From an optimization exercise on the open Yosys and OpenROAD flow, aimed at small area, a short achievable clock period and few clock cycles per item; shortcuts taken in it are not production practice. At most, simulation tests tie the RTL to the original design; equivalence was not proved. Only the layout flow was run in runs 1 to 3; the RTL was not checked for function there. Power and IR drop assume default switching activity.

==> design/flow/design.v <==
module MD5_core(
    input wire clk,
    input wire reset_n,
    input wire init,
    input wire next,
    input wire block_wr,
    input wire [3:0] block_addr,
    input wire [31:0] block_data,
    output wire [127:0] digest,
    output wire ready
);
localparam A0 = 32'h67452301;
localparam B0 = 32'hefcdab89;
localparam C0 = 32'h98badcfe;
localparam D0 = 32'h10325476;
function [31:0] K(input [5:0] i);
    begin
        case (i)
            6'd0: K = 32'hd76aa478;
            6'd1: K = 32'he8c7b756;
            6'd2: K = 32'h242070db;
            6'd3: K = 32'hc1bdceee;
            6'd4: K = 32'hf57c0faf;
            6'd5: K = 32'h4787c62a;
            6'd6: K = 32'ha8304613;
            6'd7: K = 32'hfd469501;
            6'd8: K = 32'h698098d8;
            6'd9: K = 32'h8b44f7af;
            6'd10: K = 32'hffff5bb1;
            6'd11: K = 32'h895cd7be;
            6'd12: K = 32'h6b901122;
            6'd13: K = 32'hfd987193;
            6'd14: K = 32'ha679438e;
            6'd15: K = 32'h49b40821;
            6'd16: K = 32'hf61e2562;
            6'd17: K = 32'hc040b340;
            6'd18: K = 32'h265e5a51;
            6'd19: K = 32'he9b6c7aa;
            6'd20: K = 32'hd62f105d;
            6'd21: K = 32'h02441453;
            6'd22: K = 32'hd8a1e681;
            6'd23: K = 32'he7d3fbc8;
            6'd24: K = 32'h21e1cde6;
            6'd25: K = 32'hc33707d6;
            6'd26: K = 32'hf4d50d87;
            6'd27: K = 32'h455a14ed;
            6'd28: K = 32'ha9e3e905;
            6'd29: K = 32'hfcefa3f8;
            6'd30: K = 32'h676f02d9;
            6'd31: K = 32'h8d2a4c8a;
            6'd32: K = 32'hfffa3942;
            6'd33: K = 32'h8771f681;
            6'd34: K = 32'h6d9d6122;
            6'd35: K = 32'hfde5380c;
            6'd36: K = 32'ha4beea44;
            6'd37: K = 32'h4bdecfa9;
            6'd38: K = 32'hf6bb4b60;
            6'd39: K = 32'hbebfbc70;
            6'd40: K = 32'h289b7ec6;
            6'd41: K = 32'heaa127fa;
            6'd42: K = 32'hd4ef3085;
            6'd43: K = 32'h04881d05;
            6'd44: K = 32'hd9d4d039;
            6'd45: K = 32'he6db99e5;
            6'd46: K = 32'h1fa27cf8;
            6'd47: K = 32'hc4ac5665;
            6'd48: K = 32'hf4292244;
            6'd49: K = 32'h432aff97;
            6'd50: K = 32'hab9423a7;
            6'd51: K = 32'hfc93a039;
            6'd52: K = 32'h655b59c3;
            6'd53: K = 32'h8f0ccc92;
            6'd54: K = 32'hffeff47d;
            6'd55: K = 32'h85845dd1;
            6'd56: K = 32'h6fa87e4f;
            6'd57: K = 32'hfe2ce6e0;
            6'd58: K = 32'ha3014314;
            6'd59: K = 32'h4e0811a1;
            6'd60: K = 32'hf7537e82;
            6'd61: K = 32'hbd3af235;
            6'd62: K = 32'h2ad7d2bb;
            6'd63: K = 32'heb86d391;
        endcase
    end
endfunction
function [31:0] rot2(input [31:0] x, input [3:0] sr, input [4:0] sq);
    reg [31:0] t;
    begin
        t = ({32{sr[0]}} & x) | ({32{sr[1]}} & {x[30:0], x[31]}) |
            ({32{sr[2]}} & {x[29:0], x[31:30]}) | ({32{sr[3]}} & {x[28:0], x[31:29]});
        rot2 = ({32{sq[0]}} & {t[27:0], t[31:28]}) | ({32{sq[1]}} & {t[23:0], t[31:24]}) |
               ({32{sq[2]}} & {t[19:0], t[31:20]}) | ({32{sq[3]}} & {t[15:0], t[31:16]}) |
               ({32{sq[4]}} & {t[11:0], t[31:12]});
    end
endfunction
function [31:0] rotl(input [31:0] x, input [15:0] s);
    begin
        rotl = ({32{s[0]}} & {x[24:0], x[31:25]}) |
        ({32{s[1]}} & {x[19:0], x[31:20]}) |
        ({32{s[2]}} & {x[14:0], x[31:15]}) |
        ({32{s[3]}} & {x[9:0], x[31:10]}) |
        ({32{s[4]}} & {x[26:0], x[31:27]}) |
        ({32{s[5]}} & {x[22:0], x[31:23]}) |
        ({32{s[6]}} & {x[17:0], x[31:18]}) |
        ({32{s[7]}} & {x[11:0], x[31:12]}) |
        ({32{s[8]}} & {x[27:0], x[31:28]}) |
        ({32{s[9]}} & {x[20:0], x[31:21]}) |
        ({32{s[10]}} & {x[15:0], x[31:16]}) |
        ({32{s[11]}} & {x[8:0], x[31:9]}) |
        ({32{s[12]}} & {x[25:0], x[31:26]}) |
        ({32{s[13]}} & {x[21:0], x[31:22]}) |
        ({32{s[14]}} & {x[16:0], x[31:17]}) |
        ({32{s[15]}} & {x[10:0], x[31:11]});
    end
endfunction
function [31:0] bswap(input [31:0] w);
    begin
        bswap = {w[7:0], w[15:8], w[23:16], w[31:24]};
    end
endfunction
reg [31:0] blk [0:15];
reg [31:0] h0_reg, h1_reg, h2_reg, h3_reg;   
reg [31:0] a_reg, b_reg, c_reg, d_reg;
reg [31:0] pre_reg;      
wire        prep, pv, reload, step, do_init, bwe, w_bus;
wire [5:0]  rnd;
wire [15:0] gsel;
wire [3:0]  fsel, rlo;
wire [4:0]  rhi;
md5_ctl ctl(
    .clk(clk),
    .reset_n(reset_n),
    .init(init),
    .next(next),
    .block_wr(block_wr),
    .block_addr(block_addr),
    .ready(ready),
    .prep(prep),
    .pv(pv),
    .reload(reload),
    .step(step),
    .do_init(do_init),
    .bwe(bwe),
    .w_bus(w_bus),
    .rnd(rnd),
    .gsel(gsel),
    .fsel(fsel),
    .rlo(rlo),
    .rhi(rhi)
);
reg [31:0] w_mem;
integer i;
always @(*) begin
    w_mem = 32'h0;
    for (i = 0; i < 16; i = i + 1)
        w_mem = w_mem | ({32{gsel[i]}} & blk[i]);
end
wire [31:0] w_sel   = w_bus ? block_data : w_mem;
wire [31:0] pre_new = (pv ? d_reg : a_reg) + K(rnd) + w_sel;
wire [31:0] f_val   = ({32{fsel[0]}} & (d_reg ^ (b_reg & (c_reg ^ d_reg)))) |
                      ({32{fsel[1]}} & (c_reg ^ (d_reg & (b_reg ^ c_reg)))) |
                      ({32{fsel[2]}} & (b_reg ^ c_reg ^ d_reg)) |
                      ({32{fsel[3]}} & (c_reg ^ (b_reg | ~d_reg)));
wire [31:0] b_new   = b_reg + rot2(pre_reg + f_val, rlo, rhi);
wire [31:0] h_sum   = h0_reg + b_reg;
assign digest = {bswap(h0_reg), bswap(h1_reg), bswap(h2_reg), bswap(h3_reg)};
always @(posedge clk) begin
    if (bwe)
        blk[block_addr] <= block_data;
    if (prep)
        pre_reg <= pre_new;
    if (reload) begin
        a_reg <= h0_reg;
        b_reg <= h1_reg;
        c_reg <= h2_reg;
        d_reg <= h3_reg;
    end
    else if (pv) begin
        a_reg <= d_reg;
        b_reg <= b_new;
        c_reg <= b_reg;
        d_reg <= c_reg;
    end
    if (do_init) begin
        h0_reg <= A0;
        h1_reg <= B0;
        h2_reg <= C0;
        h3_reg <= D0;
    end
    else if (step) begin
        h0_reg <= h3_reg;
        h1_reg <= h_sum;
        h2_reg <= h1_reg;
        h3_reg <= h2_reg;
    end
end
endmodule
module md5_ctl(
    input wire clk,
    input wire reset_n,
    input wire init,
    input wire next,
    input wire block_wr,
    input wire [3:0] block_addr,
    output wire ready,
    output wire prep,        
    output wire pv,          
    output wire reload,      
    output wire step,        
    output wire do_init,     
    output wire bwe,         
    output wire w_bus,       
    output wire [5:0] rnd,   
    output wire [15:0] gsel,
    output wire [3:0] fsel,
    output wire [3:0] rlo,
    output wire [4:0] rhi
);
function [15:0] G1H(input [5:0] i);
    begin
        case (i)
            6'd0: G1H = 16'h0001;
            6'd1: G1H = 16'h0002;
            6'd2: G1H = 16'h0004;
            6'd3: G1H = 16'h0008;
            6'd4: G1H = 16'h0010;
            6'd5: G1H = 16'h0020;
            6'd6: G1H = 16'h0040;
            6'd7: G1H = 16'h0080;
            6'd8: G1H = 16'h0100;
            6'd9: G1H = 16'h0200;
            6'd10: G1H = 16'h0400;
            6'd11: G1H = 16'h0800;
            6'd12: G1H = 16'h1000;
            6'd13: G1H = 16'h2000;
            6'd14: G1H = 16'h4000;
            6'd15: G1H = 16'h8000;
            6'd16: G1H = 16'h0002;
            6'd17: G1H = 16'h0040;
            6'd18: G1H = 16'h0800;
            6'd19: G1H = 16'h0001;
            6'd20: G1H = 16'h0020;
            6'd21: G1H = 16'h0400;
            6'd22: G1H = 16'h8000;
            6'd23: G1H = 16'h0010;
            6'd24: G1H = 16'h0200;
            6'd25: G1H = 16'h4000;
            6'd26: G1H = 16'h0008;
            6'd27: G1H = 16'h0100;
            6'd28: G1H = 16'h2000;
            6'd29: G1H = 16'h0004;
            6'd30: G1H = 16'h0080;
            6'd31: G1H = 16'h1000;
            6'd32: G1H = 16'h0020;
            6'd33: G1H = 16'h0100;
            6'd34: G1H = 16'h0800;
            6'd35: G1H = 16'h4000;
            6'd36: G1H = 16'h0002;
            6'd37: G1H = 16'h0010;
            6'd38: G1H = 16'h0080;
            6'd39: G1H = 16'h0400;
            6'd40: G1H = 16'h2000;
            6'd41: G1H = 16'h0001;
            6'd42: G1H = 16'h0008;
            6'd43: G1H = 16'h0040;
            6'd44: G1H = 16'h0200;
            6'd45: G1H = 16'h1000;
            6'd46: G1H = 16'h8000;
            6'd47: G1H = 16'h0004;
            6'd48: G1H = 16'h0001;
            6'd49: G1H = 16'h0080;
            6'd50: G1H = 16'h4000;
            6'd51: G1H = 16'h0020;
            6'd52: G1H = 16'h1000;
            6'd53: G1H = 16'h0008;
            6'd54: G1H = 16'h0400;
            6'd55: G1H = 16'h0002;
            6'd56: G1H = 16'h0100;
            6'd57: G1H = 16'h8000;
            6'd58: G1H = 16'h0040;
            6'd59: G1H = 16'h2000;
            6'd60: G1H = 16'h0010;
            6'd61: G1H = 16'h0800;
            6'd62: G1H = 16'h0004;
            6'd63: G1H = 16'h0200;
        endcase
    end
endfunction
function [4:0] rot_amt(input [5:0] i);
    begin
        case ({i[5:4], i[1:0]})
            4'd0: rot_amt = 5'd7;
            4'd1: rot_amt = 5'd12;
            4'd2: rot_amt = 5'd17;
            4'd3: rot_amt = 5'd22;
            4'd4: rot_amt = 5'd5;
            4'd5: rot_amt = 5'd9;
            4'd6: rot_amt = 5'd14;
            4'd7: rot_amt = 5'd20;
            4'd8: rot_amt = 5'd4;
            4'd9: rot_amt = 5'd11;
            4'd10: rot_amt = 5'd16;
            4'd11: rot_amt = 5'd23;
            4'd12: rot_amt = 5'd6;
            4'd13: rot_amt = 5'd10;
            4'd14: rot_amt = 5'd15;
            4'd15: rot_amt = 5'd21;
        endcase
    end
endfunction
reg [3:0]  fsel_reg;     
reg [3:0]  rlo_reg;      
reg [4:0]  rhi_reg;      
reg        pstep_reg;    
reg        plast_reg;    
reg [15:0] gsel_reg;     
reg        pv_reg;       
reg [6:0]  cnt_reg;      
reg        busy_reg;
reg        fin_reg;      
reg        reload_reg;
wire idle    = ~busy_reg;
wire go      = next & idle;
wire cnt_lo  = ~cnt_reg[6] & ~cnt_reg[5] & ~cnt_reg[4];    
wire match   = bwe & cnt_lo & ~reload_reg & (block_addr == cnt_reg[3:0]);
wire inval   = bwe & (cnt_reg[4] | (cnt_lo & (block_addr < cnt_reg[3:0])));
wire clear   = do_init | inval | reload_reg;
wire [6:0] cnt_inc = cnt_reg + 7'd1;
assign ready   = idle;
assign do_init = init & idle;
assign bwe     = block_wr & idle;
assign prep    = match | ((busy_reg | (go & ~cnt_lo)) & ~cnt_reg[6] & ~reload_reg);
assign step    = (pv_reg & pstep_reg) | fin_reg;
assign w_bus   = idle & cnt_lo;
assign pv      = pv_reg;
assign reload  = reload_reg;
assign rnd     = cnt_reg[5:0];
assign gsel    = gsel_reg;
assign fsel    = fsel_reg;
assign rlo     = rlo_reg;
assign rhi     = rhi_reg;
always @(posedge clk or negedge reset_n) begin
    if (!reset_n) begin
        busy_reg   <= 1'b0;
        pv_reg     <= 1'b0;
        cnt_reg    <= 7'd0;
        gsel_reg   <= 16'h0001;
        fin_reg    <= 1'b0;
        reload_reg <= 1'b0;
    end
    else begin
        fin_reg    <= pv_reg & plast_reg;
        reload_reg <= fin_reg | do_init | inval;
        if (go)
            busy_reg <= 1'b1;
        else if (pv_reg & plast_reg)
            busy_reg <= 1'b0;
        if (clear) begin
            cnt_reg  <= 7'd0;
            gsel_reg <= 16'h0001;
            pv_reg   <= 1'b0;
        end
        else begin
            pv_reg <= prep;
            if (prep) begin
                cnt_reg  <= cnt_inc;
                gsel_reg <= G1H(cnt_inc[5:0]);
            end
        end
    end
end
always @(posedge clk) begin
    if (prep) begin
        fsel_reg  <= 4'h1 << cnt_reg[5:4];
        rlo_reg   <= 4'h1 << (rot_amt(cnt_reg[5:0]) & 5'd3);
        rhi_reg   <= 5'h1 << ((rot_amt(cnt_reg[5:0]) >> 2) - 5'd1);
        pstep_reg <= (cnt_reg[5:0] >= 6'd61);
        plast_reg <= (cnt_reg[5:0] == 6'd63);
    end
end
endmodule
module MD5(
    input wire clk,
    input wire reset_n,
    input wire cs,
    input wire we,
    input wire [7:0] address,
    input wire [31:0] write_data,
    output wire [31:0] read_data
);
wire         ready;
wire [127:0] digest;
wire wr       = cs & we;
wire ctrl_wr  = wr & (address == 8'h08);
wire block_wr = wr & (address[7:4] == 4'h2);
MD5_core core(
    .clk(clk),
    .reset_n(reset_n),
    .init(ctrl_wr & write_data[0] & ~write_data[1]),
    .next(ctrl_wr & write_data[1] & ~write_data[0]),
    .block_wr(block_wr),
    .block_addr(address[3:0]),
    .block_data(write_data),
    .digest(digest),
    .ready(ready)
);
MD5_read rd_mux(
    .address(address),
    .ready(ready),
    .digest(digest),
    .read_data(read_data)
);
endmodule
module MD5_read(
    input wire [7:0] address,
    input wire ready,
    input wire [127:0] digest,
    output reg [31:0] read_data
);
localparam CORE_NAME0   = 32'h6d643520;    
localparam CORE_NAME1   = 32'h68617368;    
localparam CORE_VERSION = 32'h302e3120;    
always @(*) begin
    case (address)
        8'h00: read_data = CORE_NAME0;
        8'h01: read_data = CORE_NAME1;
        8'h02: read_data = CORE_VERSION;
        8'h09: read_data = {31'h0, ready};
        8'h40: read_data = digest[127:96];
        8'h41: read_data = digest[95:64];
        8'h42: read_data = digest[63:32];
        8'h43: read_data = digest[31:0];
        default: read_data = 32'h0;
    endcase
end
endmodule
==> design/flow/flow/run.sh <==
#!/bin/bash
# The standard layout (the standard.sh), with one change to synthesis: Yosys does not map
# adders to the library's full/half-adder cells (ADDER_MAP_FILE is empty), so ABC maps the
# adders' logic together with the rest. Registers are mapped exactly as in the standard synthesis.
# make's full output goes to flow_make.log; ORFS keeps each step's log under orfs/logs/.
set -euo pipefail
bash standard.sh ADDER_MAP_FILE= finish > flow_make.log 2>&1
==> design/flow/standard.sh <==
#!/bin/bash
# synth_recipe.tcl (not shown) runs the flow's synth.tcl, then flattens the netlist and writes it again
# the make line also repeats each setting of config.mk as NAME=value (left out here)
make -C /OpenROAD-flow-scripts/flow DESIGN_CONFIG=/design/flow/config.mk WORK_HOME=/design/flow/orfs CLKGATE_MAP_FILE= SYNTH_SCRIPT=/design/flow/synth_recipe.tcl "${@:-finish}"
==> design/flow/config.mk <==
export PLATFORM = sky130hd
export DESIGN_NAME = MD5
export DESIGN_NICKNAME = MD5
export VERILOG_FILES = /design/flow/design.v
export SDC_FILE = /design/flow/constraint.sdc
export NUM_CORES = 8
export LEC_CHECK = 0
export ABC_AREA = 1
export CAP_MARGIN = 20
export CORE_MARGIN = 2
export CORE_UTILIZATION = 40
export CTS_CLUSTER_SIZE = 20
export SETUP_SLACK_MARGIN = 4.0
export SLEW_MARGIN = 20
export SYNTH_HIERARCHICAL = 1
==> design/flow/constraint.sdc <==
create_clock -name core_clock -period 9.0 [get_ports {clk}]
set_input_delay 1.8000 -clock core_clock [delete_from_list [all_inputs] [get_ports {clk}]]
set_output_delay 1.8000 -clock core_clock [all_outputs]
set_load 0.01 [all_outputs]
==> notes.md, run 1 <==
outcome complete, no violations; GR Layer Usage met2 0.494; vias per cell 5.66; syn_nets 6538; post-synth top area share 0.394; CP startpoint kind input port; vias post-DR around 47k; DR pass1 iterations 8; final setup fails 0; pin count of the biggest net entering global routing roughly 180; Worst Setup End Kind output port; RSZ-0062 raised after global routing true; worst slew pin tran between 1 and 1.5 ns; Chip Height 357 um; Final Critical Period 5.00 ns; Fmax achieved ~200 MHz; Max transition margin 0.205; EDFF count, synth about 660; Reg-to-Reg Start core.ctl.fsel_reg[2]$_SDFFCE_PN0P_; H-tree Lvls 3; mean routed wirelength per cell 24.4 um; Hold WC Path Type flip-flop to flip-flop; Nets about 6.7k; Yosys warning count 9; all-layer global routing usage 0.313; Mapped Area 49900 um2; number of flip-flops in the largest register about 510; post-route clock period utilization 0.556; Clk Latency, worst-skew pair 0.72 ns; critical path data required time 7.20 ns; Yosys reg bits 842; crit path to read_data[5]; Routed WL roughly 200000 um; grt met3 use 0.0440; number of global-route vias before repair between 40k and 50k; synth top area cells edfxtp_1 (39%), nand2_1 (16%), nand3_1 (6.5%); first-pass GRT wire length 293000 um; CTS tree yes; most common cell after layout, fill and taps aside nand2_1; R2R depth 25; Starting DRT DRC Count 5349; Starting Density 0.403; Pwr Density 156 nW/um2; Post-Layout Cell Count 8363; Worst EP arrival 3.20 ns; worst setup path category input port to output port; hold_ws 0.490 ns; dpl hpwl 143000 um; final hold vios 0; Hold Crit Depth 2; leading area contributor after synthesis edfxtp_1; most frequent cells in the layout nand2_1 (2013), edfxtp_1 (655), nand3_1 (622); share of flip-flops with an asynchronous set or reset 0.0321; total grt overflow 0; Lkg Pwr 24.2 nW; VDD IR max 0.163 mV; syn avg cell area between 7 and 8 um2; initial antenna violation count 4; Root Buffer clkbuf_16; CTS max path bufs 3; DP Cell Count 8044; share of cells above drive strength 1 0.146; setup slack, reg-to-reg approximately 4.1 ns; Post-synth top flop edfxtp_1; worst-path maximum fanout 6; CP startpoint address[7]; Core ar. 124000 um2; Post-Syn Instances 6494; CTS buffer count 92; reg2reg end core.b_reg[31]$_DFFE_PP_; RePlAce Congestion 1.02; clock sink count 842; area grow syn2layout 15.1%; maxcap violations 0; port buffer count between 70 and 80; Post-DRT Antenna Nets 0; Die X 357 um; row cnt 129; Setup Skew 0.0698 ns; Die Area between 100000 and 150000 um2; met1 Use GR 0.418; Top reg by flops core.blk; final number of max-transition violations 0; Distinct cells, synth 77; I/O pin total 76; Reg clk slew, reported paths 0.05 ns; Residual DRC 0; total negative slack 0 ns; sequential fraction of the synthesis area 0.472; Most Crowded Layer GR met2
[Yosys stat by module, one instance, submodules excluded]
module	cells	flops+latches	area, um2	copies in the design
md5_ctl	335	42	2660	1
MD5	15	0	71.3	1
MD5_read	314	0	1490	1
MD5_core	5830	800	45700	1
[critical path: stages]
cell,delay [ns]
dlygate4sd2_1,0.25
inv_2,0.08
nand2_4,0.08
nor2_4,0.21
buf_8,0.19
clkbuf_16,0.16
nand3_1,0.08
nand2_2,0.09
nor2_2,0.06
nand2_1,0.06
buf_2,0.13
[metal layers]
| metal | routed length, um | vias to the layer above | share of wire |
|---|---|---|---|
| met5 | 25 | - | 0.00012 |
| met4 | 12300 | 4 | 0.060 |
| met3 | 16800 | 468 | 0.082 |
| met2 | 92100 | 2253 | 0.45 |
| met1 | 83100 | 22509 | 0.41 |
| li1 | - | 22107 | - |
[worst min-delay path by stage]
stage                                  from                       endpoint  slack (ns)
2_1_floorplan    core.ctl.fin_reg$_DFF_PN0_  core.ctl.reload_reg$_DFF_PN0_        0.42
3_3_place_gp     core.ctl.fin_reg$_DFF_PN0_  core.ctl.reload_reg$_DFF_PN0_        0.47
3_5_place_dp     core.ctl.fin_reg$_DFF_PN0_  core.ctl.reload_reg$_DFF_PN0_        0.48
4_1_cts          core.ctl.fin_reg$_DFF_PN0_  core.ctl.reload_reg$_DFF_PN0_        0.49
5_1_grt          core.ctl.fin_reg$_DFF_PN0_  core.ctl.reload_reg$_DFF_PN0_        0.51
6_report       core.ctl.plast_reg$_DFFE_PP_     core.ctl.fin_reg$_DFF_PN0_        0.49
[synth_stat cells (19+ instances only)]
cell	instances
a211oi_1	30
a21oi_1	218
a221oi_1	48
a22o_1	46
a31oi_1	20
buf_2	85
buf_4	23
clkbuf_1	102
dfrtp_1	26
dfxtp_1	160
edfxtp_1	655
inv_1	492
inv_2	77
nand2_1	2061
nand2_2	133
nand3_1	646
nand4_1	95
nor2_1	610
nor2_2	73
nor2_4	22
nor3_1	41
o211ai_1	32
o21ai_0	381
o21ai_1	54
o21ai_2	25
o22ai_1	19
xnor2_1	39
xor2_1	59
[stage by stage]
step	utilization	total power, mW	area, um2	worst slack, ns
2_1_floorplan	-	4.84	49900	3.56
3_3_place_gp	0.422	5.15	52200	2.27
3_5_place_dp	0.422	5.15	52200	2.23
4_1_cts	0.455	8.95	56300	3.97
5_1_grt	0.464	9.19	57400	3.89
6_report	0.464	8.94	57400	4.00
[kinds of logic after synthesis]
kind of cell	synth area share
AND/OR/NAND/NOR	0.327
AO/OA/AOI/OAI	0.114
flip-flops	0.472
buffers and inverters	0.0684
XOR/XNOR	0.0172
adder cells (fa/ha/maj)	0.000802
[layout make-up]
type	instances	area [um2]
fillers	12278	66400
clock inverters	53	538
diodes	3	7.51
flip-flops and latches	842	23600
clock buffers	120	2490
well taps	1637	2050
inverters	582	2220
multi-input cells	4836	24000
repair buffers	290	2610
[power breakdown]
part	internal [mW]	switching, mW
Sequential	4.27	0.117
Combinational	0.241	0.503
Clock	2.15	1.66
[repair_timing]
action	4_1_cts	5_1_grt
endpoints found under the setup margin	179	82
pin swaps	29	45
gates cloned	9	5
hold buffers	0	0
resized for setup	232	230
setup buffers	78	50
hold endpoints to repair	0	0
==> inputs of run 2 (changes only) <==
--- a/design/flow/design.v
+++ b/design/flow/design.v
@@ -121,6 +121,6 @@
 reg [31:0] blk [0:15];
 reg [31:0] h0_reg, h1_reg, h2_reg, h3_reg;   
-reg [31:0] a_reg, b_reg, c_reg, d_reg;
-reg [31:0] pre_reg;      
+reg [31:0] b_reg, c_reg, d_reg;
+reg [31:0] pre_reg;
 wire        prep, pv, reload, step, do_init, bwe, w_bus;
 wire [5:0]  rnd;
@@ -157,5 +157,5 @@
 end
 wire [31:0] w_sel   = w_bus ? block_data : w_mem;
-wire [31:0] pre_new = (pv ? d_reg : a_reg) + K(rnd) + w_sel;
+wire [31:0] pre_new = (pv ? d_reg : pre_reg) + K(rnd) + w_sel;
 wire [31:0] f_val   = ({32{fsel[0]}} & (d_reg ^ (b_reg & (c_reg ^ d_reg)))) |
                       ({32{fsel[1]}} & (c_reg ^ (d_reg & (b_reg ^ c_reg)))) |
@@ -168,8 +168,11 @@
     if (bwe)
         blk[block_addr] <= block_data;
-    if (prep)
+    if (reload)
+        pre_reg <= h0_reg;
+    else if (prep)
         pre_reg <= pre_new;
+    else if (pv)
+        pre_reg <= d_reg;
     if (reload) begin
-        a_reg <= h0_reg;
         b_reg <= h1_reg;
         c_reg <= h2_reg;
@@ -177,5 +180,4 @@
     end
     else if (pv) begin
-        a_reg <= d_reg;
         b_reg <= b_new;
         c_reg <= b_reg;
--- a/design/flow/config.mk
+++ b/design/flow/config.mk
@@ -10,5 +10,4 @@
 export CORE_MARGIN = 2
 export CORE_UTILIZATION = 40
-export CTS_CLUSTER_SIZE = 20
 export SETUP_SLACK_MARGIN = 4.0
 export SLEW_MARGIN = 20
==> notes.md, run 2 <==
CP startpoint kind input port; syn_nets 6609; Chip Height 355 um; most frequent cells in the layout nand2_1 (2001), nand3_1 (638), edfxtp_1 (623); cell area after layout 56800 um2; Residual DRC 0; share of flip-flops with an asynchronous set or reset 0.0333; Post-synth top flop edfxtp_1; Final Critical Period 4.99 ns; Yosys reg bits 810; CTS tree yes; maxcap violations 0; Commonest cells post-synth nand2_1 (2051), nand3_1 (654), nor2_1 (628), edfxtp_1 (623), inv_1 (583); CTS max path bufs 3; number of global-route vias before repair 43.8k; Starting DRT DRC Count 5543; Routed WL 200000 um; CTS buffer count 89; Max transition margin 0.213; VDD IR max between 0.15 and 0.2 mV; all-layer global routing usage 0.309; EDFF count, synth 623; vias per cell 5.65; Worst path max stage delay 0.27 ns; count leader, synth nand2_1; Internal roughly 6.6 mW; final number of max-transition violations 0; Distinct cells, synth 73; post-synth top area share 0.380; clock power share 0.393; final hold vios 0; clock sink count 810; worst path cell trace clkbuf_4 -> inv_2 -> nand2_2 -> nor2_4 -> nand2_1 -> nand2_1 -> inv_1 -> nand3_1 -> dlygate4sd2_1; total grt overflow 0; Critical Path Most Common Cell nand2_1; dpl hpwl between 100000 and 150000 um; number of flip-flops in the largest register 512; post-route clock period utilization 0.555; share of cells above drive strength 1 0.139; port buffer count between 70 and 80; Post-Syn Instances 6565; Starting Density 0.404; Hold WC Path Type flip-flop to flip-flop; DR pass1 iterations 7; Pwr Density 164 nW/um2; worst setup path category input port to output port; hold-fix buffers at CTS 0; Clk Latency, worst-skew pair 0.73 ns; first-pass GRT wire length 289000 um; RSZ-0062 raised after global routing true; Worst EP arrival 3.19 ns; H-tree Lvls 3; outcome complete, no violations; Sw Share 0.292; P_sw 2.72 mW; Post-DRT Antenna Nets 0; sequential fraction of the synthesis area 0.459; Root Buffer clkbuf_16; synth top area cells edfxtp_1 (38%), nand2_1 (16%), nand3_1 (6.7%); most common cell after layout, fill and taps aside nand2_1; placed cell area 51500 um2; leading area contributor after synthesis edfxtp_1; Die Area 126000 um2; Mapped Area roughly 50000 um2; combinational cell fraction of total power 0.153; final setup fails 0; Top reg by flops core.blk; worst-path maximum fanout 9; Reg clk slew, reported paths 0.06 ns; Setup Skew 0.0521 ns; Flop pwr share 0.454; kind of cell adding the most delay to the critical path simple AND/OR/NAND/NOR gates; total negative slack 0 ns; Lkg Pwr between 20 and 25 nW; vias post-DR about 47k; mean routed wirelength per cell 23.8 um; Die X approximately 350 um; Core ar. 122000 um2; Nets roughly 6.8k; pin count of the biggest net entering global routing 107; Critical-path top delay cell nor2_4; worst slew pin tran 1.17 ns; Worst Setup End Kind output port; I/O pin total 76; initial antenna violation count 6; Fmax achieved 200 MHz; CP bufs+invs 4; row cnt 128; syn avg cell area 7.49 um2; Yosys warning count 9; RePlAce Congestion 0.991; critical path data required time 7.20 ns; area grow syn2layout 15.4%
==> run 2: path summary, 6_finish.rpt <==
| check | start | endpoint | slack [ns] | cells after the start |
|---|---|---|---|---|
| setup reg to reg | core.ctl.cnt_reg[1]$_DFFE_PN0P_ | core.pre_reg[28]$_DFF_P_ | 4.16 | 27 |
| hold / removal | core.ctl.fin_reg$_DFF_PN0_ | core.ctl.reload_reg$_DFF_PN0_ | 0.48 | 2 |
| max in group asynchronous | reset_n | core.ctl.gsel_reg[0]$_DFFE_PN1P_ | 7.19 | 2 |
| min in group asynchronous | reset_n | core.ctl.busy_reg$_DFFE_PN0P_ | 1.49 | 2 |
| setup / recovery | address[0] | read_data[28] | 4.01 | 9 |
| hold reg to reg | core.ctl.fin_reg$_DFF_PN0_ | core.ctl.reload_reg$_DFF_PN0_ | 0.48 | 2 |
==> run 2: logic make-up (layout without fill, tap and decap cells) <==
group	after synthesis	after routing	synth area share
other	0	3	0
muxes	1	1	0.000203
adders and majority gates	2	2	0.000407
buffers and inverters	898	1109	0.0743
DFF	810	810	0.459
AOI/OAI and AO/OA	1019	1019	0.124
and+or+nand+nor	3749	3753	0.327
xor gates and xnor gates	86	86	0.0153
==> run 2: cell type report <==
type                    instances  area, um2
diodes                          3       7.51
clock buffers                 113       2350
clock inverters                52        494
fillers                     12178      65100
inverters                     649       2470
multi-input cells            4861      24100
flip-flops and latches        810      22600
well taps                    1625       2030
repair buffers                295       2760
==> run 2: repair_timing <==
| item | in CTS | in global routing |
|---|---|---|
| endpoints found under the setup margin | 69 | 82 |
| resized for setup | 198 | 309 |
| setup buffers | 47 | 86 |
| pin swaps | 25 | 52 |
| gates cloned | 11 | 4 |
==> run 2: metal layers <==
| layer | vias up | share of wire | global-route usage |
|---|---|---|---|
| met5 | - | 0.00013 | 0 |
| met2 | 2134 | 0.46 | 0.499 |
| met4 | 4 | 0.053 | 0.153 |
| met1 | 22643 | 0.41 | 0.408 |
| met3 | 430 | 0.078 | 0.0420 |
| li1 | 22281 | - | - |
==> run 2: power by group through the flow <==
stage,logic [mW],registers [mW],clock network (mW)
2_1_floorplan,0.855,4.23,0
3_5_place_dp,1.29,4.29,0
3_3_place_gp,1.28,4.29,0
6_report,1.42,4.22,3.66
4_1_cts,1.33,4.21,3.70
5_1_grt,1.57,4.22,3.83
==> run 2: worst min-delay path: cells and delay by family (launching register included) <==
kind,cells,cell delay [ns]
AND/OR/NAND/NOR,1,0.07
buffers and inverters,1,0.06
flip-flops,1,0.32
==> run 2: per-stage QoR <==
stage / worst slack [ns] / cells / hold slack [ns] / power (mW) / utilization
floorplan: 3.56 / 6565 / 0.421 / 5.08 / -
global placement: 2.82 / 8092 / 0.463 / 5.57 / 0.422
detailed placement: 2.79 / 8092 / 0.463 / 5.58 / 0.422
CTS: 3.97 / 8315 / 0.482 / 9.24 / 0.452
global route: 3.88 / 8407 / 0.490 / 9.62 / 0.466
finish: 4.01 / 8408 / 0.481 / 9.30 / 0.466
==> run 2: per-module statistics from Yosys, one instance, submodules excluded <==
| module | cells inside | flip-flops and latches | copies in the design | cell area, um2 |
|---|---|---|---|---|
| md5_ctl | 335 | 42 | 1 | 2660 |
| MD5 | 15 | 0 | 1 | 71.3 |
| MD5_read | 314 | 0 | 1 | 1490 |
| MD5_core | 5901 | 768 | 1 | 45000 |
==> inputs of run 3 (changes only) <==
--- a/design/flow/config.mk
+++ b/design/flow/config.mk
@@ -10,5 +10,5 @@
 export CORE_MARGIN = 2
 export CORE_UTILIZATION = 40
-export SETUP_SLACK_MARGIN = 4.0
+export SETUP_SLACK_MARGIN = 4.3
 export SLEW_MARGIN = 20
 export SYNTH_HIERARCHICAL = 1
==> notes.md, run 3 <==
outcome complete, no violations; H-tree Lvls 3; Synth Area in Compound Gates 0.124; total grt overflow 0; Lkg Pwr approximately 26 nW; syn avg cell area 7.49 um2; number of flip-flops in the largest register a little over 500; Final WS setup ~4.1 ns; Worst EP arrival 3.06 ns; final setup fails 0; final number of max-transition violations 0; share of cells above drive strength 1 0.228; maxcap violations 0; count leader, synth nand2_1; Post-DRT Antenna Nets 0; pin count of the biggest net entering global routing between 100 and 150; Chip Height 355 um; Critical Path Most Common Cell buf_12; Fmax achieved 206 MHz; row cnt 128; number of global-route vias before repair 44.3k; Worst path max stage delay 0.16 ns; Residual DRC 0; clock sink count slightly above 800; CTS tree yes; Post-Syn Instances 6565; vias post-DR 48.5k; Core ar. 122000 um2; worst slew pin tran 1.26 ns; CP startpoint kind input port; I/O pin total 76; synth top area cells edfxtp_1 (38%), nand2_1 (16%), nand3_1 (6.7%); most common cell after layout, fill and taps aside nand2_1; Post-Synth XOR/XNOR Area 0.0153; total negative slack 0 ns; all-layer global routing usage 0.313; Worst Setup End Kind output port; Top reg by flops core.blk; worst-path maximum fanout 7; Mapped Area just under 50000 um2; final hold vios 0; Commonest cells post-synth nand2_1 (2051), nand3_1 (654), nor2_1 (628), edfxtp_1 (623), inv_1 (583); largest family of logic cells by synthesized area simple AND/OR/NAND/NOR gates; Setup Skew 0.0517 ns; setup slack at placement about 2.8 ns; Nets 6876; RePlAce Congestion 0.991; post-synthesis adder-cell area fraction 0.000407; Pwr Density 157 nW/um2; Yosys reg bits between 800 and 900; Reg clk slew, reported paths 0.06 ns; first-pass GRT wire length just under 300000 um; dpl hpwl 140000 um; leading area contributor after synthesis edfxtp_1; CTS buffer count 89; critical path data required time 7.20 ns; Hold WC Path Type flip-flop to flip-flop; DR pass1 iterations 8; Post-synth top flop edfxtp_1; Max transition margin 0.158; post-synthesis simple-gate area fraction 0.327; Routed WL 207000 um; EDFF count, synth 623; Final Critical Period 4.86 ns; worst setup path category input port to output port; Starting DRT DRC Count 5530; placed cell area 51500 um2; syn_nets 6609; Clk Latency, worst-skew pair 0.73 ns; post-synth top area share 0.380; Critical-path top delay cell buf_16; CTS max path bufs 3; sequential fraction of the synthesis area 0.459; share of flip-flops with an asynchronous set or reset 0.0333; setup slack, reg-to-reg 4.30 ns; Starting Density 0.404; most frequent cells in the layout nand2_1 (1774), edfxtp_1 (623), inv_1 (543); Total Power 9.53 mW; Root Buffer clkbuf_16; worst path cell trace buf_8 -> inv_6 -> nand2_4 -> nor2_4 -> buf_12 -> buf_12 -> buf_16 -> nand3_2 -> nand2_2 -> inv_1 -> nand2_1 -> buf_2; initial antenna violation count 6; VDD IR max 0.166 mV; Die X around 350 um; Final Util 0.500; Die Area 126000 um2; port buffer count 75; vias per cell 5.68; cell area after layout 60900 um2; mean routed wirelength per cell 24.2 um; Yosys warning count 9; post-route clock period utilization 0.540; Distinct cells, synth 73; mux contribution to synthesized area 0.000203; area grow syn2layout 23.8%; RSZ-0062 raised after global routing true
==> run 3: cell counts after synthesis <==
Identical to the previous run, type by type.
==> run 3: cell families (layout without fill, tap and decap cells) <==
logic type | count (synthesis) | in the layout
and+or+nand+nor | 3749 | 3754
AOI/OAI and AO/OA | 1019 | 1019
buffers and inverters | 898 | 1234
DFF | 810 | 810
xor gates and xnor gates | 86 | 86
adders and majority gates | 2 | 2
muxes | 1 | 1
other | 0 | 2
==> run 3: stage by stage <==
step | hold WS, ns | std cells
finish | 0.481 | 8533
global placement | 0.463 | 8092
detailed placement | 0.463 | 8092
CTS | 0.482 | 8372
global route | 0.490 | 8533
floorplan | 0.421 | 6565
==> run 3: modules after synthesis (local to each module, per instance) <==
module	flops+latches	times used
MD5_core	768	1
MD5_read	0	1
MD5	0	1
md5_ctl	42	1
==> run 3: report_power, final <==
part | switching [mW] | internal (mW) | leakage, nW | total (mW)
Clock | 1.60 | 2.06 | 1.37 | 3.66
Combinational | 1.11 | 0.532 | 17.3 | 1.64
Sequential | 0.128 | 4.10 | 7.28 | 4.23
Total | 2.84 | 6.69 | 26.0 | 9.53
==> run 3: critical path, delay by kind of cell <==
family / cells / cell delay (ns)
buf+inv: 7 / 0.80
simple gates: 5 / 0.43
==> run 3: repair_timing <==
action / 4_1_cts / 5_1_grt
cloned: 17 / 9
hold buffers: 0 / 0
setup buffers: 98 / 150
endpoints found under the setup margin: 80 / 93
gates resized for setup: 438 / 909
pin swaps: 65 / 314
==> run 3: cell type report <==
cell class,count,area (um2)
Multi-Input combinational cell,4862,26800
Inverter,649,2520
Sequential cell,810,22600
Fill cell,11793,61000
Timing Repair Buffer,420,4110
Clock inverter,52,494
Tap cell,1625,2030
Antenna cell,2,5.00
Clock buffer,113,2350
==> run 3: worst paths after layout <==
kind,from,endpoint,cells past startpoint
worst min register to register,core.ctl.fin_reg$_DFF_PN0_,core.ctl.reload_reg$_DFF_PN0_,2
worst max register to register,core.b_reg[15]$_DFFE_PP_,core.b_reg[27]$_DFFE_PP_,36
min in group asynchronous,reset_n,core.ctl.busy_reg$_DFFE_PN0P_,2
worst max-delay path,address[7],read_data[14],12
worst min-delay path,core.ctl.fin_reg$_DFF_PN0_,core.ctl.reload_reg$_DFF_PN0_,2
max in group asynchronous,reset_n,core.ctl.gsel_reg[0]$_DFFE_PN1P_,2
==> run 3: per-layer routing <==
metal	part of all wire	vias to the layer above	global-route usage
li1	-	22559	-
met1	0.40	23287	0.413
met2	0.46	2165	0.506
met3	0.078	489	0.0412
met4	0.060	4	0.158
met5	0.00013	-	0
==> inputs of run 4 (changes only) <==
--- a/design/flow/design.v
+++ b/design/flow/design.v
@@ -219,71 +219,71 @@
     output wire [4:0] rhi
 );
-function [15:0] G1H(input [5:0] i);
+function [3:0] GIX(input [5:0] i);
     begin
         case (i)
-            6'd0: G1H = 16'h0001;
-            6'd1: G1H = 16'h0002;
-            6'd2: G1H = 16'h0004;
-            6'd3: G1H = 16'h0008;
-            6'd4: G1H = 16'h0010;
-            6'd5: G1H = 16'h0020;
-            6'd6: G1H = 16'h0040;
-            6'd7: G1H = 16'h0080;
-            6'd8: G1H = 16'h0100;
-            6'd9: G1H = 16'h0200;
-            6'd10: G1H = 16'h0400;
-            6'd11: G1H = 16'h0800;
-            6'd12: G1H = 16'h1000;
-            6'd13: G1H = 16'h2000;
-            6'd14: G1H = 16'h4000;
-            6'd15: G1H = 16'h8000;
-            6'd16: G1H = 16'h0002;
-            6'd17: G1H = 16'h0040;
-            6'd18: G1H = 16'h0800;
-            6'd19: G1H = 16'h0001;
-            6'd20: G1H = 16'h0020;
-            6'd21: G1H = 16'h0400;
-            6'd22: G1H = 16'h8000;
-            6'd23: G1H = 16'h0010;
-            6'd24: G1H = 16'h0200;
-            6'd25: G1H = 16'h4000;
-            6'd26: G1H = 16'h0008;
-            6'd27: G1H = 16'h0100;
-            6'd28: G1H = 16'h2000;
-            6'd29: G1H = 16'h0004;
-            6'd30: G1H = 16'h0080;
-            6'd31: G1H = 16'h1000;
-            6'd32: G1H = 16'h0020;
-            6'd33: G1H = 16'h0100;
-            6'd34: G1H = 16'h0800;
-            6'd35: G1H = 16'h4000;
-            6'd36: G1H = 16'h0002;
-            6'd37: G1H = 16'h0010;
-            6'd38: G1H = 16'h0080;
-            6'd39: G1H = 16'h0400;
-            6'd40: G1H = 16'h2000;
-            6'd41: G1H = 16'h0001;
-            6'd42: G1H = 16'h0008;
-            6'd43: G1H = 16'h0040;
-            6'd44: G1H = 16'h0200;
-            6'd45: G1H = 16'h1000;
-            6'd46: G1H = 16'h8000;
-            6'd47: G1H = 16'h0004;
-            6'd48: G1H = 16'h0001;
-            6'd49: G1H = 16'h0080;
-            6'd50: G1H = 16'h4000;
-            6'd51: G1H = 16'h0020;
-            6'd52: G1H = 16'h1000;
-            6'd53: G1H = 16'h0008;
-            6'd54: G1H = 16'h0400;
-            6'd55: G1H = 16'h0002;
-            6'd56: G1H = 16'h0100;
-            6'd57: G1H = 16'h8000;
-            6'd58: G1H = 16'h0040;
-            6'd59: G1H = 16'h2000;
-            6'd60: G1H = 16'h0010;
-            6'd61: G1H = 16'h0800;
-            6'd62: G1H = 16'h0004;
-            6'd63: G1H = 16'h0200;
+            6'd0: GIX = 4'd0;
+            6'd1: GIX = 4'd1;
+            6'd2: GIX = 4'd2;
+            6'd3: GIX = 4'd3;
+            6'd4: GIX = 4'd4;
+            6'd5: GIX = 4'd5;
+            6'd6: GIX = 4'd6;
+            6'd7: GIX = 4'd7;
+            6'd8: GIX = 4'd8;
+            6'd9: GIX = 4'd9;
+            6'd10: GIX = 4'd10;
+            6'd11: GIX = 4'd11;
+            6'd12: GIX = 4'd12;
+            6'd13: GIX = 4'd13;
+            6'd14: GIX = 4'd14;
+            6'd15: GIX = 4'd15;
+            6'd16: GIX = 4'd1;
+            6'd17: GIX = 4'd6;
+            6'd18: GIX = 4'd11;
+            6'd19: GIX = 4'd0;
+            6'd20: GIX = 4'd5;
+            6'd21: GIX = 4'd10;
+            6'd22: GIX = 4'd15;
+            6'd23: GIX = 4'd4;
+            6'd24: GIX = 4'd9;
+            6'd25: GIX = 4'd14;
+            6'd26: GIX = 4'd3;
+            6'd27: GIX = 4'd8;
+            6'd28: GIX = 4'd13;
+            6'd29: GIX = 4'd2;
+            6'd30: GIX = 4'd7;
+            6'd31: GIX = 4'd12;
+            6'd32: GIX = 4'd5;
+            6'd33: GIX = 4'd8;
+            6'd34: GIX = 4'd11;
+            6'd35: GIX = 4'd14;
+            6'd36: GIX = 4'd1;
+            6'd37: GIX = 4'd4;
+            6'd38: GIX = 4'd7;
+            6'd39: GIX = 4'd10;
+            6'd40: GIX = 4'd13;
+            6'd41: GIX = 4'd0;
+            6'd42: GIX = 4'd3;
+            6'd43: GIX = 4'd6;
+            6'd44: GIX = 4'd9;
+            6'd45: GIX = 4'd12;
+            6'd46: GIX = 4'd15;
+            6'd47: GIX = 4'd2;
+            6'd48: GIX = 4'd0;
+            6'd49: GIX = 4'd7;
+            6'd50: GIX = 4'd14;
+            6'd51: GIX = 4'd5;
+            6'd52: GIX = 4'd12;
+            6'd53: GIX = 4'd3;
+            6'd54: GIX = 4'd10;
+            6'd55: GIX = 4'd1;
+            6'd56: GIX = 4'd8;
+            6'd57: GIX = 4'd15;
+            6'd58: GIX = 4'd6;
+            6'd59: GIX = 4'd13;
+            6'd60: GIX = 4'd4;
+            6'd61: GIX = 4'd11;
+            6'd62: GIX = 4'd2;
+            6'd63: GIX = 4'd9;
         endcase
     end
@@ -316,5 +316,5 @@
 reg        pstep_reg;    
 reg        plast_reg;    
-reg [15:0] gsel_reg;     
+reg [3:0]  gidx_reg;     
 reg        pv_reg;       
 reg [6:0]  cnt_reg;      
@@ -338,5 +338,5 @@
 assign reload  = reload_reg;
 assign rnd     = cnt_reg[5:0];
-assign gsel    = gsel_reg;
+assign gsel    = 16'h0001 << gidx_reg;
 assign fsel    = fsel_reg;
 assign rlo     = rlo_reg;
@@ -347,5 +347,5 @@
         pv_reg     <= 1'b0;
         cnt_reg    <= 7'd0;
-        gsel_reg   <= 16'h0001;
+        gidx_reg   <= 4'd0;
         fin_reg    <= 1'b0;
         reload_reg <= 1'b0;
@@ -360,5 +360,5 @@
         if (clear) begin
             cnt_reg  <= 7'd0;
-            gsel_reg <= 16'h0001;
+            gidx_reg <= 4'd0;
             pv_reg   <= 1'b0;
         end
@@ -367,5 +367,5 @@
             if (prep) begin
                 cnt_reg  <= cnt_inc;
-                gsel_reg <= G1H(cnt_inc[5:0]);
+                gidx_reg <= GIX(cnt_inc[5:0]);
             end
         end
--- a/design/flow/config.mk
+++ b/design/flow/config.mk
@@ -10,5 +10,5 @@
 export CORE_MARGIN = 2
 export CORE_UTILIZATION = 40
-export SETUP_SLACK_MARGIN = 4.3
+export SETUP_SLACK_MARGIN = 3.7
 export SLEW_MARGIN = 20
 export SYNTH_HIERARCHICAL = 1
==> notes.md, run 4 <==
clock sink count 798; FILL cells 12.0k; worst slew pin tran 1.14 ns; CP bufs+invs 6; first-pass GRT wire length 283000 um; Final Util 0.459; final number of max-transition violations 0; Post-synth top flop edfxtp_1; most frequent cells in the layout nand2_1 (2011), nand3_1 (632), edfxtp_1 (623); Distinct cells, synth 66; Pwr Density between 150 and 200 nW/um2; share of cells above drive strength 1 0.104; Clk Latency, worst-skew pair 0.71 ns; CTS tree yes; most common cell after layout, fill and taps aside nand2_1; Synth Area in Compound Gates 0.122; mux contribution to synthesized area 0.000207; vias per cell 5.64; worst setup path category input port to output port; Setup Skew around 0.079 ns; Worst path max stage delay 0.32 ns; pin count of the biggest net entering global routing between 100 and 150; Root Buffer clkbuf_16; Internal around 6.4 mW; post-synth top area share 0.388; Commonest cells post-synth nand2_1 (2018), nor2_1 (643), nand3_1 (633), edfxtp_1 (623), inv_1 (586); Final Critical Period about 5.3 ns; Core ar. 120000 um2; critical path data required time 7.20 ns; maxcap violations 0; combinational cell fraction of total power 0.146; Mapped Area 48300 um2; leading area contributor after synthesis edfxtp_1; Critical Path Most Common Cell nand2_1; port buffer count 75; Post-Syn Instances 6464; Max transition margin 0.235; Post-Synth XOR/XNOR Area 0.0158; P_sw between 2 and 3 mW; row cnt 127; Yosys reg bits 798; DR pass1 iterations 6; I/O pin total 76; Flop pwr share 0.447; total negative slack 0 ns; share of flip-flops with an asynchronous set or reset 0.0188; outcome complete, no violations; synth top area cells edfxtp_1 (39%), nand2_1 (16%), dfxtp_1 (6.6%); Residual DRC 0; Nets between 6k and 7k; Post-DRT Antenna Nets 0; clock power share 0.406; area grow syn2layout 13.9%; initial antenna violation count 6; final setup fails 0; Die X 351 um; largest family of logic cells by synthesized area simple AND/OR/NAND/NOR gates; sequential fraction of the synthesis area 0.462; kind of cell adding the most delay to the critical path buffers and inverters; Starting Density 0.403; all-layer global routing usage 0.310; post-synthesis simple-gate area fraction 0.326; Starting DRT DRC Count 5414; Worst EP arrival 3.47 ns; EDFF count, synth 623; Die Area 123000 um2; count leader, synth nand2_1; syn_nets 6508; Worst Setup End Kind output port; post-synthesis adder-cell area fraction 0.000415; Top reg by flops core.blk; Yosys warning count 9; Critical-path top delay cell clkdlybuf4s18_2; Routed WL 195000 um; Hold WC Path Type flip-flop to flip-flop; Reg clk slew, reported paths roughly 0.06 ns; RePlAce Congestion approximately 1.0; vias post-DR 46.5k; VDD IR max around 0.19 mV; final hold vios 0; post-route clock period utilization 0.585; total grt overflow 0; worst path cell trace clkdlybuf4s18_2 -> inv_1 -> nand2_4 -> nor2_4 -> buf_12 -> buf_4 -> buf_6 -> nand3_1 -> nand2_1 -> nor2_1 -> nand2_1 -> clkdlybuf4s15_1; CP startpoint kind input port; CTS buffer count 87; CTS max path bufs 3; number of flip-flops in the largest register 512; Lkg Pwr 23.7 nW; mean routed wirelength per cell 23.6 um; Fmax achieved 190 MHz; number of global-route vias before repair 42.8k; dpl hpwl 138000 um; H-tree Lvls 3; Sw Share 0.285; worst-path maximum fanout 8; Chip Height 351 um; RSZ-0062 raised after global routing true; syn avg cell area 7.47 um2
run 4: what timing repair did:
item / 4_1_cts / 5_1_grt
hold buffers: 0 / 0
endpoints found under the setup margin: 84 / 79
setup buffers: 42 / 41
resized for setup: 123 / 92
pin swaps: 18 / 16
cloned: 9 / 0
run 4: area by class of cell:
class | instances | area (um2) | share of cell area
multi-input cells | 4787 | 23100 | 0.420
inverters | 645 | 2430 | 0.0442
repair buffers | 236 | 2220 | 0.0404
diodes | 5 | 12.5 | 0.000228
well taps | 1612 | 2020 | 0.0367
flip-flops and latches | 798 | 22300 | 0.405
clock buffers | 115 | 2390 | 0.0434
clock inverters | 47 | 549 | 0.00999
run 4: final timing paths:
kind | depth (start not counted) | from | to | slack [ns]
hold / removal | 2 | core.ctl.plast_reg$_DFFE_PP_ | core.ctl.fin_reg$_DFF_PN0_ | 0.48
hold reg to reg | 2 | core.ctl.plast_reg$_DFFE_PP_ | core.ctl.fin_reg$_DFF_PN0_ | 0.48
setup / recovery | 12 | address[1] | read_data[10] | 3.73
min in group asynchronous | 1 | reset_n | core.ctl.gidx_reg[3]$_DFFE_PN0P_ | 1.63
max in group asynchronous | 1 | reset_n | core.ctl.reload_reg$_DFF_PN0_ | 6.67
setup reg to reg | 21 | core.ctl.cnt_reg[4]$_DFFE_PN0P_ | core.pre_reg[24]$_DFF_P_ | 3.75
run 4: power groups by stage:
stage               registers (mW)  clock network [mW]  logic, mW
floorplan                     4.09                   0      0.832
global placement              4.11                   0       1.22
detailed placement            4.11                   0       1.23
CTS                           4.03                3.69       1.26
global route                  4.03                3.83       1.44
finish                        4.03                3.66       1.32
run 4: per-module statistics from Yosys, one instance, submodules excluded:
module | area [um2] | cells
MD5_core | 45000 | 5901
md5_ctl | 1730 | 234
MD5_read | 1490 | 314
MD5 | 71.3 | 15
run 4: cell families after synthesis:
group	after synthesis
flip-flops	798
AND/OR/NAND/NOR	3690
buffers and inverters	885
AO/OA/AOI/OAI	1001
XOR/XNOR	87
adder cells (fa/ha/maj)	2
multiplexers	1
run 4: worst reg2reg max path, stage by stage (launching register included):
cell and delay [ns]:
dfrtp_2 0.52, nor2_2 0.19, nand2_1 0.16, nor2_4 0.42, inv_1 0.36, buf_6 0.34, o21ai_2 0.54, nand3b_1 0.24
nand2_1 0.08, xor2_1 0.20, xor2_1 0.36, o21ai_0 0.25, a21oi_1 0.18, o21ai_0 0.26, a21oi_1 0.20, nand2_1 0.17
nand2_1 0.14, nand2_1 0.06, o21ai_1 0.08, nand3_1 0.13, o211ai_1 0.11, o21ai_0 0.12
run 4: metrics by stage:
step                      worst slack (ns)  cells  cell area [um2]  total power, mW  hold WS, ns
final                                 3.73   8245            55000             9.01        0.483
after floorplan                       3.58   6464            48300             4.92        0.427
after detailed placement              2.57   7985            50700             5.34        0.475
after global routing                  3.59   8242            55000             9.31        0.516
after global placement                2.64   7985            50700             5.33        0.473
after CTS                             3.54   8198            54400             8.98        0.489
run 4: layer usage:
| metal | share of wire | routed length, um | vias up | track usage |
|---|---|---|---|---|
| met3 | 0.083 | 16200 | 419 | 0.0479 |
| met1 | 0.41 | 79200 | 22128 | 0.408 |
| met5 | 0 | 0 | - | 0 |
| met4 | 0.054 | 10600 | 0 | 0.151 |
| met2 | 0.46 | 89000 | 2117 | 0.500 |
| li1 | - | - | 21873 | - |
Testbench counts of run 4, summed over its fixed seeds: cycles 13,695, blocks 192.
==> inputs of run 5 (changes only) <==
--- a/design/flow/config.mk
+++ b/design/flow/config.mk
@@ -10,5 +10,5 @@
 export CORE_MARGIN = 2
 export CORE_UTILIZATION = 40
-export SETUP_SLACK_MARGIN = 3.7
+export SETUP_SLACK_MARGIN = 4.0
 export SLEW_MARGIN = 20
 export SYNTH_HIERARCHICAL = 1
==> notes.md, run 5 <==
placed cell area between 50000 and 60000 um2; Worst path max stage delay 0.17 ns; worst slew pin tran 1.11 ns; Residual DRC 0; met1 Use GR 0.409; Worst EP arrival 3.13 ns; Post-synth top flop edfxtp_1; Reg clk slew, reported paths approximately 0.060 ns; Final Util 0.470; grt met3 use 0.0492; Pwr Density roughly 160 nW/um2; Top reg by flops core.blk; clock sink count 798; combinational cell fraction of total power 0.151; Nets 6675; Most Crowded Layer GR met2; all-layer global routing usage 0.313; Critical-path top delay cell buf_4; syn_nets 6508; Final WS setup 4.07 ns; Die Area 123000 um2; total grt overflow 0; Starting DRT DRC Count 5286; CTS buffer count 87; CTS max path bufs 3; Internal 6.46 mW; Yosys reg bits 798; Max transition margin 0.262; initial antenna violation count 9; post-route clock period utilization 0.548; most frequent cells in the layout nand2_1 (1969), edfxtp_1 (623), nand3_1 (621); port buffer count between 70 and 80; EDFF count, synth around 620; post-synth top area share 0.388; VDD IR max 0.185 mV; worst-path maximum fanout 9; FILL cells 11.9k; RePlAce Congestion 1.02; share of flip-flops with an asynchronous set or reset 0.0188; Flop pwr share 0.445; mux contribution to synthesized area 0.000207; final setup fails 0; row cnt 127; Distinct cells, synth 66; number of global-route vias before repair around 43k; final number of max-transition violations 0; share of cells above drive strength 1 0.134; sequential fraction of the synthesis area 0.462; cell area after layout around 56000 um2; Yosys warning count 9; Starting Density 0.403; area grow syn2layout 16.8%; Routed WL 197000 um; Synth Area in Compound Gates 0.122; number of flip-flops in the largest register 512; Mapped Area a little under 50000 um2; I/O pin total 76; Hold WC Path Type flip-flop to flip-flop; worst path cell trace clkbuf_2 -> inv_2 -> nand2_8 -> buf_4 -> buf_4 -> nor2_4 -> buf_4 -> buf_4 -> nand3_1 -> nand4_1 -> buf_2; RSZ-0062 raised after global routing true; Post-DRT Antenna Nets 0; Commonest cells post-synth nand2_1 (2018), nor2_1 (643), nand3_1 (633), edfxtp_1 (623), inv_1 (586); maxcap violations 0; Core ar. 120000 um2; Worst Setup End Kind output port; H-tree Lvls 3; Chip Height 351 um; Sw Share 0.287; kind of cell adding the most delay to the critical path buffers and inverters; critical path data required time about 7 ns; final hold vios 0; Post-Synth XOR/XNOR Area 0.0158; total negative slack 0 ns; CP startpoint kind input port; worst setup path category input port to output port; post-synthesis simple-gate area fraction 0.326; vias per cell 5.64; most common cell after layout, fill and taps aside nand2_1; Lkg Pwr approximately 24 nW; first-pass GRT wire length 286000 um; largest family of logic cells by synthesized area simple AND/OR/NAND/NOR gates; DR pass1 iterations 10; Die X 351 um; Total Power 9.06 mW; post-synthesis adder-cell area fraction 0.000415; CP bufs+invs 7; P_sw between 2 and 3 mW; CTS tree yes; GR Layer Usage met2 0.501; leading area contributor after synthesis edfxtp_1; syn avg cell area 7.47 um2; hold-fix buffers at CTS 0; Clk Latency, worst-skew pair 0.71 ns; dpl hpwl 138000 um; clock power share 0.404; synth top area cells edfxtp_1 (39%), nand2_1 (16%), dfxtp_1 (6.6%); vias post-DR 46.9k; setup slack at placement 2.57 ns; Root Buffer clkbuf_16; count leader, synth nand2_1; Setup Skew approximately 0.078 ns; Fmax achieved 203 MHz; mean routed wirelength per cell 23.7 um; Post-Syn Instances 6464; Final Critical Period 4.93 ns; pin count of the biggest net entering global routing 102; outcome complete, no violations; Critical Path Most Common Cell buf_4
## run 5: cell count changes in the layout (fill, tap and decap cells not counted), moves of 18 or more
cell / before / now
buf_4: 125 / 178
nor2_2: 74 / 92
nor2_1: 601 / 564
nor2_4: 53 / 72
nand2_2: 105 / 137
nand2_1: 2011 / 1969
## run 5: worst register-to-register path, delay by kind of cell, from the launching register on
kind,cells,cell delay (ns)
AOI/OAI and AO/OA,1,0.12
DFF,1,0.58
and+or+nand+nor,25,3.25
buffers and inverters,5,0.65
## run 5: through the flow
stage	hold WS [ns]	instances
2_1_floorplan	0.427	6464
3_3_place_gp	0.473	7985
3_5_place_dp	0.475	7985
4_1_cts	0.489	8222
5_1_grt	0.516	8318
6_report	0.480	8320
## run 5: logic make-up (layout without fill, tap and decap cells)
kind of cell	after synthesis	after routing
muxes	1	1
other	0	4
DFF	798	798
adders and majority gates	2	2
buffers and inverters	885	1119
and+or+nand+nor	3690	3696
xor gates and xnor gates	87	87
AOI/OAI and AO/OA	1001	1001
## run 5: layout make-up
type	instances	area, um2	share of cell area
diodes	4	10.0	0.000178
clock buffers	115	2390	0.0423
clock inverters	47	549	0.00975
inverters	645	2460	0.0436
multi-input cells	4787	23600	0.419
flip-flops and latches	798	22300	0.396
well taps	1612	2020	0.0358
repair buffers	312	3000	0.0533
## run 5: per-layer routing
metal / up-vias / part of all wire / wire (um)
met5: - / 0.00023 / 45
met4: 8 / 0.060 / 11900
met3: 456 / 0.083 / 16300
met2: 2058 / 0.45 / 89500
met1: 22397 / 0.40 / 79600
li1: 22014 / - / -
## run 5: worst paths after layout
check                                              from                                to  slack [ns]  cells past startpoint
setup / recovery                             address[5]                     read_data[31]        4.07                     11
hold / removal             core.ctl.plast_reg$_DFFE_PP_        core.ctl.fin_reg$_DFF_PN0_        0.48                      2
setup reg to reg               core.b_reg[18]$_DFFE_PP_          core.b_reg[25]$_DFFE_PP_        4.15                     31
hold reg to reg            core.ctl.plast_reg$_DFFE_PP_        core.ctl.fin_reg$_DFF_PN0_        0.48                      2
max in group asynchronous                       reset_n     core.ctl.reload_reg$_DFF_PN0_        6.66                      1
min in group asynchronous                       reset_n  core.ctl.gidx_reg[3]$_DFFE_PN0P_        1.63                      1
## run 5: Yosys stat by module (local to each module, per instance)
module / flip-flops and latches / cells / times used / cell area, um2
MD5_core: 768 / 5901 / 1 / 45000
md5_ctl: 30 / 234 / 1 / 1730
MD5_read: 0 / 314 / 1 / 1490
MD5: 0 / 15 / 1 / 71.3
## run 5: timing repair
action	in CTS	in global routing
pin swaps	28	46
endpoints found under the setup margin	89	83
gates resized for setup	226	266
gates cloned	13	3
buffers inserted	62	89
## run 5: power by group through the flow
| stage | logic [mW] | registers [mW] | clock network (mW) |
|---|---|---|---|
| final | 1.36 | 4.03 | 3.66 |
| after global routing | 1.49 | 4.03 | 3.83 |
| after CTS | 1.27 | 4.03 | 3.69 |
| after detailed placement | 1.23 | 4.11 | 0 |
| after global placement | 1.22 | 4.11 | 0 |
| after floorplan | 0.832 | 4.09 | 0 |
==> inputs of run 6 (changes only) <==
--- a/design/flow/config.mk
+++ b/design/flow/config.mk
@@ -10,4 +10,5 @@
 export CORE_MARGIN = 2
 export CORE_UTILIZATION = 40
+export PLACE_DENSITY = 0.72
 export SETUP_SLACK_MARGIN = 4.0
 export SLEW_MARGIN = 20
==> notes.md, run 6 <==
Critical-path top delay cell clkdlybuf4s15_2; DR pass1 iterations 8; met1 Use GR 0.390; worst setup path category input port to output port; Multi-input gate area between 20000 and 25000 um2; worst-path maximum fanout 16; port buffer count 75; Clk Latency, worst-skew pair 0.73 ns; Fmax achieved around 200 MHz; hold-fix buffers at CTS 0; share of flip-flops with an asynchronous set or reset 0.0188; Chip Height 351 um; Pwr Density about 160 nW/um2; worst path cell trace clkbuf_2 -> inv_2 -> nand2_8 -> nor2_4 -> buf_12 -> buf_12 -> buf_16 -> nand3_1 -> nand4_1 -> clkdlybuf4s15_2; Top reg by flops core.blk; Commonest cells post-synth nand2_1 (2018), nor2_1 (643), nand3_1 (633), edfxtp_1 (623), inv_1 (586); Starting Density 0.403; Max transition margin 0.266; share of cells above drive strength 1 0.133; Nets 6640; RePlAce Congestion 1.03; Yosys warning count 9; setup slack, reg-to-reg 4.12 ns; initial antenna violation count 5; leading area contributor after synthesis edfxtp_1; Distinct cells, synth 66; first-pass GRT wire length 277000 um; most common cell after layout, fill and taps aside nand2_1; all-layer global routing usage 0.302; Reg clk slew, reported paths 0.06 ns; number of global-route vias before repair 43.4k; mux contribution to synthesized area 0.000207; mean routed wirelength per cell 23.1 um; beginning of the worst hold path core.ctl.plast_reg$_DFFE_PP_; Final Critical Period 4.95 ns; critical path depth in cells 10; CP bufs+invs 6; post-synthesis simple-gate area fraction 0.326; Post-DRT Antenna Nets 0; Seq. cell area ~22000 um2; Lkg Pwr 23.9 nW; total grt overflow 0; Critical Path Most Common Cell buf_12; Residual DRC 0; count leader, synth nand2_1; Worst path max stage delay 0.24 ns; kind of cell adding the most delay to the critical path buffers and inverters; pin count of the biggest net entering global routing 106; Routed WL ~190000 um; maxcap violations 0; placed cell area 50700 um2; area grow syn2layout 15.9%; syn avg cell area 7.47 um2; Hold Crit Depth 2; total negative slack 0 ns; GR Layer Usage met2 0.472; grt met3 use 0.0611; Setup Skew 0.0382 ns; hold path endpoint core.ctl.fin_reg$_DFF_PN0_; worst slew pin tran 1.07 ns; hold_ws 0.491 ns; row cnt 127; largest family of logic cells by synthesized area simple AND/OR/NAND/NOR gates; Worst EP arrival 3.15 ns; CTS max path bufs 3; Post-synth top flop edfxtp_1; CP startpoint kind input port; Die X about 350 um; Reg-to-Reg Start core.b_reg[19]$_DFFE_PP_; syn_nets 6508; outcome complete, no violations; Mapped Area 48300 um2; I/O pin total 76; Hold WC Path Type flip-flop to flip-flop; post-synth top area share 0.388; Synth Area in Compound Gates 0.122; dpl hpwl 132000 um; Root Buffer clkbuf_16; vias post-DR ~47k; Final WS setup 4.05 ns; final hold vios 0; sequential fraction of the synthesis area 0.462; clock sink count roughly 800; Total Power 8.94 mW; Die Area 123000 um2; reg2reg end core.b_reg[28]$_DFFE_PP_; post-synthesis adder-cell area fraction 0.000415; Most Crowded Layer GR met2; R2R depth 33; most frequent cells in the layout nand2_1 (1966), edfxtp_1 (623), nand3_1 (617); Yosys reg bits about 800; FILL cells 11.8k; vias per cell 5.73; RSZ-0062 raised after global routing true; number of flip-flops in the largest register roughly 500; synth top area cells edfxtp_1 (39%), nand2_1 (16%), dfxtp_1 (6.6%); final setup fails 0; Core ar. 120000 um2; VDD IR max 0.245 mV; post-route clock period utilization 0.550; CTS buffer count 85; critical path data required time between 7 and 8 ns; Post-Synth XOR/XNOR Area 0.0158; Starting DRT DRC Count 6589; Post-Syn Instances 6464; Worst Setup End Kind output port; setup slack at placement 2.68 ns; H-tree Lvls 3; cell area after layout 55900 um2; EDFF count, synth a little over 600; CTS tree yes; final number of max-transition violations 0
[run 6: cell count changes in the layout (fill, tap and decap cells not counted), moves of 5 or more]
| cell | before | now |
|---|---|---|
| clkbuf_2 | 4 | 9 |
| dlymetal6s2s_1 | 16 | 9 |
| clkbuf_16 | 93 | 88 |
| buf_4 | 178 | 162 |
| buf_6 | 25 | 15 |
| nor2_1 | 564 | 549 |
| clkdlybuf4s50_1 | 19 | 26 |
| buf_2 | 25 | 20 |
| nor2_2 | 92 | 107 |
| clkinv_2 | 15 | 9 |
[run 6: worst max path at each step]
stage / start / endpoint / slack (ns)
2_1_floorplan: address[7] / core.blk[0][0]$_DFFE_PP_ / 3.58
3_3_place_gp: address[5] / read_data[6] / 2.73
3_5_place_dp: address[5] / read_data[10] / 2.68
4_1_cts: address[5] / read_data[14] / 3.95
5_1_grt: core.b_reg[7]$_DFFE_PP_ / core.b_reg[26]$_DFFE_PP_ / 3.93
6_report: address[7] / read_data[23] / 4.05
[run 6: where the power goes]
group	switching (mW)	total [mW]	internal, mW
Sequential	0.0318	4.03	4.00
Combinational	0.975	1.37	0.396
Clock	1.59	3.54	1.95
[run 6: worst register-to-register path, delay by kind of cell (launching register included)]
family	cells	cell delay (ns)
buffers and inverters	5	0.55
flip-flops	1	0.49
AO/OA/AOI/OAI	2	0.35
AND/OR/NAND/NOR	26	3.24
[run 6: through the flow]
stage               std cells  utilization
floorplan                6464            -
global placement         7981        0.423
detailed placement       7981        0.423
CTS                      8203        0.454
global route             8279        0.467
finish                   8281        0.467
[run 6: modules after synthesis, one instance, submodules excluded]
module,area [um2],cells inside,flops+latches,times used
MD5,71.3,15,0,1
MD5_read,1490,314,0,1
MD5_core,45000,5901,768,1
md5_ctl,1730,234,30,1
[run 6: area by class of cell]
| cell class | count | area share |
|---|---|---|
| Multi-Input combinational cell | 4787 | 0.424 |
| Sequential cell | 798 | 0.399 |
| Timing Repair Buffer | 279 | 0.0472 |
| Inverter | 645 | 0.0441 |
| Clock buffer | 107 | 0.0404 |
| Tap cell | 1612 | 0.0361 |
| Clock inverter | 49 | 0.00924 |
| Antenna cell | 4 | 0.000179 |
[run 6: timing repair]
| item | CTS | global route |
|---|---|---|
| gates resized for setup | 220 | 290 |
| pin swaps | 26 | 35 |
| gates cloned | 10 | 3 |
| endpoints found under the setup margin | 88 | 84 |
| setup buffers | 56 | 71 |
[run 6: logic make-up after synthesis]
| group | count (synthesis) |
|---|---|
| AO/OA/AOI/OAI | 1001 |
| AND/OR/NAND/NOR | 3690 |
| flip-flops | 798 |
| multiplexers | 1 |
| XOR/XNOR | 87 |
| adder cells (fa/ha/maj) | 2 |
| buffers and inverters | 885 |
[run 6: metal layers]
layer | wire length (um) | vias to the layer above | share of wire
met5 | 13 | - | 0.000068
met4 | 11800 | 2 | 0.062
li1 | - | 21938 | -
met2 | 85400 | 2677 | 0.45
met1 | 73900 | 22271 | 0.39
met3 | 20300 | 542 | 0.11

## port drivers added, routing unchanged
The results above use ideal ports. As a check the final layouts listed here were re-extracted and re-timed, cells and wires unchanged.
Step 1 (the two cells are an assumption about what drives the block):
set clk [get_ports {clk}]
set_driving_cell -lib_cell sky130_fd_sc_hd__clkbuf_16 $clk
set_driving_cell -lib_cell sky130_fd_sc_hd__buf_2 [delete_from_list [all_inputs] $clk]
Step 2 times the ports against the registers' clock, not the clock port: input delays grow and output delays shrink by t, the midpoint of the rising clock arrivals with the driver on.
Three values: ideal ports, drivers, drivers and shift; two values: the first two.
| run | shift t [ns] | setup WS [ns] | worst hold slack (ns) | worst data-port slew with drivers (ns) | cell pins on the clock port's net |
|---|---|---|---|---|---|
| run 1 | 0.766 | 4.000 / 3.982 / 3.328 | 0.490 / 0.490 / 0.490 | 0.11 | 1 |
| run 2 | 0.780 | 4.008 / 3.986 / 3.489 | 0.481 / 0.481 / 0.481 | 0.18 | 1 |
| run 3 | 0.781 | 4.141 / 4.095 / 3.671 | 0.481 / 0.481 / 0.481 | 0.18 | 1 |
| run 4 | 0.746 | 3.733 / 3.711 / 3.080 | 0.483 / 0.483 / 0.483 | 0.15 | 1 |
| run 5 | 0.748 | 4.072 / 4.039 / 3.515 | 0.480 / 0.480 / 0.480 | 0.16 | 1 |
| run 6 | 0.782 | 4.050 / 4.025 / 3.370 | 0.491 / 0.491 / 0.491 | 0.25 | 1 |
After both steps setup and hold are still met in every run listed. For run 6, which loses most, drivers alone change the setup slack by -0.025 ns; drivers and shift together by -0.680 ns.
